This is an optimization exercise on Yosys and OpenROAD, whose aim is small area, not a production implementation. Only simulation tests tie the RTL to the original design; equivalence was not proved. Power figures rest on the tool's default switching activity, not on a simulated workload.

==> inputs of raven <==
// luFactorizer
module luFactorizer(clk,rst,a11,a12,a13,a14,a21,a22,a23,a24,a25,a31,a32,a33,a34,a35,a36,a41,a42,a43,a44,a45,a46,a47,a52,a53,a54,a55,a56,a57,a58,a63,a64,a65,a66,a67,a68,a74,a75,a76,a77,a78,a85,a86,a87,a88,lL1,lL2,lL3,uL1,uL2,uL3,uL4);
input clk;
input rst;
input [7:0] a11,a12,a13,a14,a21,a22,a23,a24,a25,a31,a32,a33,a34,a35,a36,a41,a42,a43,a44,a45,a46,a47,a52,a53,a54,a55,a56,a57,a58,a63,a64,a65,a66,a67,a68,a74,a75,a76,a77,a78,a85,a86,a87,a88;
output [7:0] lL1,lL2,lL3,uL1,uL2,uL3,uL4;
reg [10:0] jq;
reg first;
wire [4:0] count;
always @(posedge clk) jq <= rst ? 11'd0 : {jq[9:0], ~jq[10]};
always @(posedge clk) first <= rst;
wire [5:0] st = {first,count};
wire s0 = (jq[6] & jq[6]) | (~jq[6] & jq[10]);
wire s1 = (jq[6] & ~jq[7]);
wire s2 = (jq[7] & ~jq[8]);
wire s3 = (jq[8] & ~jq[9]);
wire s4 = (jq[9] & ~jq[10]);
wire s5 = (jq[10] & jq[0]);
wire s6 = (~jq[0] & jq[1]);
wire s7 = (~jq[1] & jq[2]);
wire s8 = (~jq[2] & jq[3]);
wire s9 = (~jq[3] & jq[4]);
  ...
Settings: LEC_CHECK=0, CAP_MARGIN=10, CORE_MARGIN=2, CORE_UTILIZATION=60, CTS_BUF_LIST=sky130_fd_sc_hd__clkbuf_8, SLEW_MARGIN=10; clock period 8.0 ns.
standard.sh (not shown) runs the stock make flow with config.mk's settings and CLKGATE_MAP_FILE= SYNTH_SCRIPT=/design/flow/synth_recipe.tcl, a recipe that flattens the netlist after the stock synthesis.
==> flow/flow/run.sh <==
#!/bin/bash
set -euo pipefail
cd "$(dirname "$0")/.."
bash standard.sh BUFFER_PORTS_ARGS="-buffer_cell sky130_fd_sc_hd__buf_1" finish > make_finish.log 2>&1
==> nickel (differences from raven) <==
Settings changed: CAP_MARGIN 10 to 20, CORE_UTILIZATION 60 to 40, SLEW_MARGIN 10 to 20.
==> summary of the runs <==
- raven produced a clean layout. nickel finished clean.
- In raven the via count is higher than in nickel, by 11%.
- Maximum frequency: raven is lower than nickel (1.6%).
- Against raven, the count of clock-buffer cells in the layout of nickel is lower by 2.
- In nickel the hold slack is worse than in raven, by 0.022 ns.
- Global-route usage: nickel is lower than raven (21 points).
- Of raven and nickel, nickel has the higher setup slack (gap 0.096 ns).
- Against nickel, the sequential share of layout area of raven is higher by 0.16 points.
- Non-clock buffer count: raven is higher than nickel (2).
- In nickel the final cell count is larger than in raven, by about 5%.

---

==> job 9096: inputs <==
==> flow/design.v <==
`timescale 1ns / 1ps
module globalCounter(count,clk,rst);
input clk;
input rst;
output [4:0]count;
parameter limit = 21;
reg [4:0]countReg;
always@(posedge clk)
begin
	if(rst)
		countReg <= 0;
	else if(countReg == limit)
		countReg <= 0;
	else
		countReg <= countReg + 1;
end
assign count = countReg;
endmodule
module luFactorizer(clk,rst,a11,a12,a13,a14,a21,a22,a23,a24,a25,a31,a32,a33,a34,a35,a36,a41,a42,a43,a44,a45,a46,a47,a52,a53,a54,a55,a56,a57,a58,a63,a64,a65,a66,a67,a68,a74,a75,a76,a77,a78,a85,a86,a87,a88,lL1,lL2,lL3,uL1,uL2,uL3,uL4);
input clk;
input rst;
input [7:0] a11,a12,a13,a14,a21,a22,a23,a24,a25,a31,a32,a33,a34,a35,a36,a41,a42,a43,a44,a45,a46,a47,a52,a53,a54,a55,a56,a57,a58,a63,a64,a65,a66,a67,a68,a74,a75,a76,a77,a78,a85,a86,a87,a88;
output [7:0] lL1,lL2,lL3,uL1,uL2,uL3,uL4;
wire [4:0] count;
reg first;
globalCounter g1(count,clk,rst);
always @(posedge clk) first <= rst;
wire [5:0] st = {first,count};
reg [7:0] ACC1;
reg [7:0] ACC2;
reg [7:0] ACC3;
reg [7:0] ACC4;
reg [7:0] H7;
reg [7:0] HY3;
reg [7:0] HY6;
reg [7:0] HY9;
reg [7:0] HZ6;
reg [7:0] HZ8;
reg [7:0] HZ9;
reg [7:0] U1_x,U1_y,U1_z; reg U1_s;
always @* begin
  U1_x = HZ8; U1_y = HY9; U1_z = ACC1; U1_s = 1;
  case (st)
    6'd0: begin U1_x = HZ6; U1_y = HY6; end
    6'd7: begin U1_x = HZ6; U1_y = HY6; end
    6'd9: begin U1_x = H7; U1_y = HY3; U1_z = a44; end
    6'd10: begin U1_x = HZ6; U1_y = HY6; end
    6'd12: begin U1_x = H7; U1_y = HY3; U1_z = a55; end
    6'd13: begin U1_x = HZ6; U1_y = HY6; end
    6'd15: begin U1_x = H7; U1_y = HY3; U1_z = a66; end
    6'd16: begin U1_x = HZ6; U1_y = HY6; end
    6'd18: begin U1_x = H7; U1_y = HY3; U1_z = a77; end
    6'd19: begin U1_x = HZ6; U1_y = HY6; end
    6'd21: begin U1_x = H7; U1_y = HY3; U1_z = a88; end
    default: ;
  endcase
end
wire [7:0] U1_p = U1_x * U1_y;
wire [7:0] U1_o = U1_z - U1_p;
reg [7:0] U2_x,U2_y,U2_z; reg U2_s;
always @* begin
  U2_x = HZ9; U2_y = ACC2; U2_z = 8'd0; U2_s = 1;
  case (st)
    6'd0: begin U2_s = 0; end
    6'd4: begin U2_s = 0; end
    6'd6: begin U2_x = HZ8; U2_y = HY6; U2_z = ACC2; end
    6'd7: begin U2_s = 0; end
    6'd8: begin U2_x = HY3; U2_y = HZ6; U2_z = a43; end
    6'd9: begin U2_x = HZ8; U2_y = HY6; U2_z = ACC2; end
    6'd10: begin U2_s = 0; end
    6'd11: begin U2_x = HY3; U2_y = HZ6; U2_z = a54; end
    6'd12: begin U2_x = HZ8; U2_y = HY6; U2_z = ACC2; end
    6'd13: begin U2_s = 0; end
    6'd14: begin U2_x = HY3; U2_y = HZ6; U2_z = a65; end
    6'd15: begin U2_x = HZ8; U2_y = HY6; U2_z = ACC2; end
    6'd16: begin U2_s = 0; end
    6'd17: begin U2_x = HY3; U2_y = HZ6; U2_z = a76; end
    6'd18: begin U2_x = HZ8; U2_y = HY6; U2_z = ACC2; end
    6'd19: begin U2_s = 0; end
    6'd20: begin U2_x = HY3; U2_y = HZ6; U2_z = a87; end
    6'd21: begin U2_x = HZ8; U2_y = HY6; U2_z = ACC2; end
    default: ;
  endcase
end
wire [7:0] U2_p = U2_x * U2_y;
wire [7:0] U2_o = U2_z + (U2_p ^ {8{U2_s}}) + {7'd0,U2_s};
reg [7:0] U3_x,U3_y,U3_z; reg U3_s;
always @* begin
  U3_x = H7; U3_y = HY9; U3_z = ACC3; U3_s = 1;
  case (st)
    6'd6: begin U3_x = HZ6; end
    6'd7: begin U3_z = a24; end
    6'd8: begin U3_y = HY6; U3_z = a34; end
    6'd9: begin U3_x = HZ6; end
    6'd10: begin U3_z = a35; end
    6'd11: begin U3_y = HY6; U3_z = a45; end
    6'd12: begin U3_x = HZ6; end
    6'd13: begin U3_z = a46; end
    6'd14: begin U3_y = HY6; U3_z = a56; end
    6'd15: begin U3_x = HZ6; end
    6'd16: begin U3_z = a57; end
    6'd17: begin U3_y = HY6; U3_z = a67; end
    6'd18: begin U3_x = HZ6; end
    6'd19: begin U3_z = a68; end
    6'd20: begin U3_y = HY6; U3_z = a78; end
    6'd21: begin U3_x = HZ6; end
    default: ;
  endcase
end
wire [7:0] U3_p = U3_x * U3_y;
wire [7:0] U3_o = U3_z - U3_p;
reg [7:0] U4_x,U4_y,U4_z; reg U4_s;
always @* begin
  U4_x = HZ9; U4_y = ACC4; U4_z = 8'd0; U4_s = 0;
  case (st)
    6'd6: begin U4_x = a41; U4_y = HZ9; end
    6'd7: begin U4_x = HY3; U4_y = HZ8; U4_z = a42; U4_s = 1; end
    6'd9: begin U4_x = a52; U4_y = HZ9; end
    6'd10: begin U4_x = HY3; U4_y = HZ8; U4_z = a53; U4_s = 1; end
    6'd12: begin U4_x = a63; U4_y = HZ9; end
    6'd13: begin U4_x = HY3; U4_y = HZ8; U4_z = a64; U4_s = 1; end
    6'd15: begin U4_x = a74; U4_y = HZ9; end
    6'd16: begin U4_x = HY3; U4_y = HZ8; U4_z = a75; U4_s = 1; end
    6'd18: begin U4_x = a85; U4_y = HZ9; end
    6'd19: begin U4_x = HY3; U4_y = HZ8; U4_z = a86; U4_s = 1; end
    default: ;
  endcase
end
wire [7:0] U4_p = U4_x * U4_y;
wire [7:0] U4_o = U4_z + (U4_p ^ {8{U4_s}}) + {7'd0,U4_s};
always @(posedge clk) begin
  case (st)
    6'd2: ACC1 <= HY3;
    6'd3: ACC1 <= a22;
    6'd4: ACC1 <= ACC1;
    6'd6: ACC1 <= a33;
    6'b100000: ACC1 <= 8'd0;
    default: ACC1 <= U1_o;
  endcase
end
always @(posedge clk) begin
  case (st)
    6'd2: ACC2 <= a21;
    6'd3: ACC2 <= ACC2;
    6'd5: ACC2 <= a32;
    default: ACC2 <= U2_o;
  endcase
end
always @(posedge clk) begin
  case (st)
    6'd2: ACC3 <= a12;
    6'd3: ACC3 <= ACC3;
    6'd4: ACC3 <= a13;
    6'd5: ACC3 <= a23;
    default: ACC3 <= U3_o;
  endcase
end
always @(posedge clk) begin
  case (st)
    6'd4: ACC4 <= a31;
    default: ACC4 <= U4_o;
  endcase
end
always @(posedge clk) begin
  case (st)
    6'd6: H7 <= a14;
    6'd9: H7 <= a25;
    6'd12: H7 <= a36;
    6'd15: H7 <= a47;
    6'd18: H7 <= a58;
    default: H7 <= H7;
  endcase
end
always @(posedge clk) begin
  case (st)
    6'd0: HY3 <= a11;
    6'd6: HY3 <= U4_o;
    6'd9: HY3 <= U4_o;
    6'd12: HY3 <= U4_o;
    6'd15: HY3 <= U4_o;
    6'd18: HY3 <= U4_o;
    6'b100000: HY3 <= a11;
    default: HY3 <= HY3;
  endcase
end
always @(posedge clk) begin
  case (st)
    6'd5: HY6 <= U4_o;
    6'd8: HY6 <= U4_o;
    6'd11: HY6 <= U4_o;
    6'd14: HY6 <= U4_o;
    6'd17: HY6 <= U4_o;
    6'd20: HY6 <= U4_o;
    default: HY6 <= HY6;
  endcase
end
always @(posedge clk) begin
  case (st)
    6'd0: HY9 <= U2_o;
    6'd4: HY9 <= U2_o;
    6'd7: HY9 <= U2_o;
    6'd10: HY9 <= U2_o;
    6'd13: HY9 <= U2_o;
    6'd16: HY9 <= U2_o;
    6'd19: HY9 <= U2_o;
    6'b100000: HY9 <= 8'd0;
    default: HY9 <= HY9;
  endcase
end
always @(posedge clk) begin
  case (st)
    6'd5: HZ6 <= ACC3;
    6'd8: HZ6 <= ACC3;
    6'd11: HZ6 <= ACC3;
    6'd14: HZ6 <= ACC3;
    6'd17: HZ6 <= ACC3;
    6'd20: HZ6 <= ACC3;
    default: HZ6 <= HZ6;
  endcase
end
always @(posedge clk) begin
  case (st)
    6'd0: HZ8 <= ACC3;
    6'd4: HZ8 <= ACC3;
    6'd7: HZ8 <= ACC3;
    6'd10: HZ8 <= ACC3;
    6'd13: HZ8 <= ACC3;
    6'd16: HZ8 <= ACC3;
    6'd19: HZ8 <= ACC3;
    6'b100000: HZ8 <= 8'd0;
    default: HZ8 <= HZ8;
  endcase
end
always @(posedge clk) begin
  case (st)
    6'd2: HZ9 <= ACC1;
    6'd3: HZ9 <= ACC1;
    6'd6: HZ9 <= ACC1;
    6'd9: HZ9 <= ACC1;
    6'd12: HZ9 <= ACC1;
    6'd15: HZ9 <= ACC1;
    6'd18: HZ9 <= ACC1;
    6'd21: HZ9 <= ACC1;
    default: HZ9 <= HZ9;
  endcase
end
reg [7:0] lL1_r;
always @* begin
  case (st)
    6'd7, 6'd10, 6'd13, 6'd16, 6'd19: lL1_r = HY3;
    default: lL1_r = 8'd0;
  endcase
end
assign lL1 = lL1_r;
reg [7:0] lL2_r;
always @* begin
  case (st)
    6'd6, 6'd9, 6'd12, 6'd15, 6'd18, 6'd21: lL2_r = HY6;
    default: lL2_r = 8'd0;
  endcase
end
assign lL2 = lL2_r;
reg [7:0] lL3_r;
always @* begin
  case (st)
    6'd1, 6'd5, 6'd8, 6'd11, 6'd14, 6'd17, 6'd20: lL3_r = HY9;
    default: lL3_r = 8'd0;
  endcase
end
assign lL3 = lL3_r;
reg [7:0] uL1_r;
always @* begin
  case (st)
    6'd0, 6'd3, 6'd4, 6'd7, 6'd10, 6'd13, 6'd16, 6'd19: uL1_r = HZ9;
    default: uL1_r = 8'd0;
  endcase
end
assign uL1 = uL1_r;
reg [7:0] uL2_r;
always @* begin
  case (st)
    6'd1, 6'd5, 6'd8, 6'd11, 6'd14, 6'd17, 6'd20: uL2_r = HZ8;
    default: uL2_r = 8'd0;
  endcase
end
assign uL2 = uL2_r;
reg [7:0] uL3_r;
always @* begin
  case (st)
    6'd6, 6'd9, 6'd12, 6'd15, 6'd18, 6'd21: uL3_r = HZ6;
    default: uL3_r = 8'd0;
  endcase
end
assign uL3 = uL3_r;
reg [7:0] uL4_r;
always @* begin
  case (st)
    6'd7, 6'd10, 6'd13, 6'd16, 6'd19: uL4_r = H7;
    default: uL4_r = 8'd0;
  endcase
end
assign uL4 = uL4_r;
endmodule
==> flow/run.sh <==
#!/bin/bash
# synth_recipe.tcl (not shown) runs the flow's synth.tcl, then flattens the netlist and writes it again
# the make line also repeats each setting of config.mk as NAME=value (left out here)
make -C /OpenROAD-flow-scripts/flow DESIGN_CONFIG=/design/flow/config.mk WORK_HOME=/design/flow/orfs CLKGATE_MAP_FILE= SYNTH_SCRIPT=/design/flow/synth_recipe.tcl finish
==> flow/config.mk <==
export PLATFORM = sky130hd
export DESIGN_NAME = luFactorizer
export DESIGN_NICKNAME = luFactorizer
export VERILOG_FILES = /design/flow/design.v
export SDC_FILE = /design/flow/constraint.sdc
export NUM_CORES = 4
export LEC_CHECK = 0
export CAP_MARGIN = 20
export CORE_MARGIN = 2
export CORE_UTILIZATION = 40
export SLEW_MARGIN = 20
==> flow/constraint.sdc <==
create_clock -name core_clock -period 8.0 [get_ports {clk}]
set_input_delay 1.6000 -clock core_clock [delete_from_list [all_inputs] [get_ports {clk}]]
set_output_delay 1.6000 -clock core_clock [all_outputs]
set_load 0.01 [all_outputs]
==> inputs of job 3197, as changes to job 9096 <==
==> flow/flow/run.sh (new file) <==
#!/bin/bash
set -euo pipefail
cd "$(dirname "$0")/.."
bash standard.sh BUFFER_PORTS_ARGS="-buffer_cell sky130_fd_sc_hd__buf_1" finish > make_finish.log 2>&1
==> flow/standard.sh (new file) <==
#!/bin/bash
# synth_recipe.tcl (not shown) runs the flow's synth.tcl, then flattens the netlist and writes it again
# the make line also repeats each setting of config.mk as NAME=value (left out here)
make -C /OpenROAD-flow-scripts/flow DESIGN_CONFIG=/design/flow/config.mk WORK_HOME=/design/flow/orfs CLKGATE_MAP_FILE= SYNTH_SCRIPT=/design/flow/synth_recipe.tcl "${@:-finish}"
removed: flow/run.sh
==> notes <==
Flip-flop and latch count is the same in job 3197 and job 9096.
Against job 9096, the utilization of job 3197 is lower by 8.6 points.
Clock skew is about the same in job 3197 and job 9096.
Against job 3197, the non-clock buffer count of job 9096 is lower by 1.
==> figures <==
| quantity | job 9096 | job 3197 |
|---|---|---|
| Comb power frac | 75.3% | 73.9% |
| Post-layout worst setup margin | 0.420 ns | 0.784 ns |
| Initial DRC count | 1,017 | 1,209 |
| Part of the power in the clock network | 7.0% | 7.9% |
| Multi-input gate share of the layout cell area | 50.6% | 59.7% |
| Result of the run | complete, no violations | complete, no violations |
| Met2 Usage GRT | 56.7% | 53.5% |
| Net total in the final layout | 2,216 | 2,217 |
| Total Routed Length | 51.7 mm | 50.2 mm |
| Period minus WS final | 7.58 ns | 7.22 ns |

-- port drivers added, routing unchanged --
No port has a modelled driver above. Below, the same layouts with a new extraction and two added sets of constraints.
Step 1: set_driving_cell puts a clkbuf_16 on clk and a buf_2 on each other input, an assumption about the parent block.
Step 2 adds t to the input delays and takes it off the output delays; t is the mean of the earliest and latest rising clock arrival at the registers after step 1. Input paths then give back, and output paths get back, about the clock's delay inside the block.
Slacks: ideal ports / drivers / drivers and shift; pairs: ideal ports / drivers.
| run | shift t [ns] | setup slack, ns | latest minus earliest clock arrival (ns) | worst slew at a driven data input, ns |
|---|---|---|---|---|
| raven | 0.413 | 2.020 / 2.020 / 1.796 | 0.021 / 0.021 | 0.17 |
| nickel | 0.418 | 2.116 / 2.116 / 1.904 | 0.014 / 0.015 | 0.14 |
| job 9096 | 0.410 | 0.420 / 0.420 / 0.420 | 0.011 / 0.011 | 0.06 |
| job 3197 | 0.417 | 0.784 / 0.784 / 0.784 | 0.013 / 0.013 | 0.07 |
After both steps every run listed still meets setup and hold. The setup slack of raven, which loses most, moves by 0.000 ns with the drivers and by -0.224 ns with both steps.
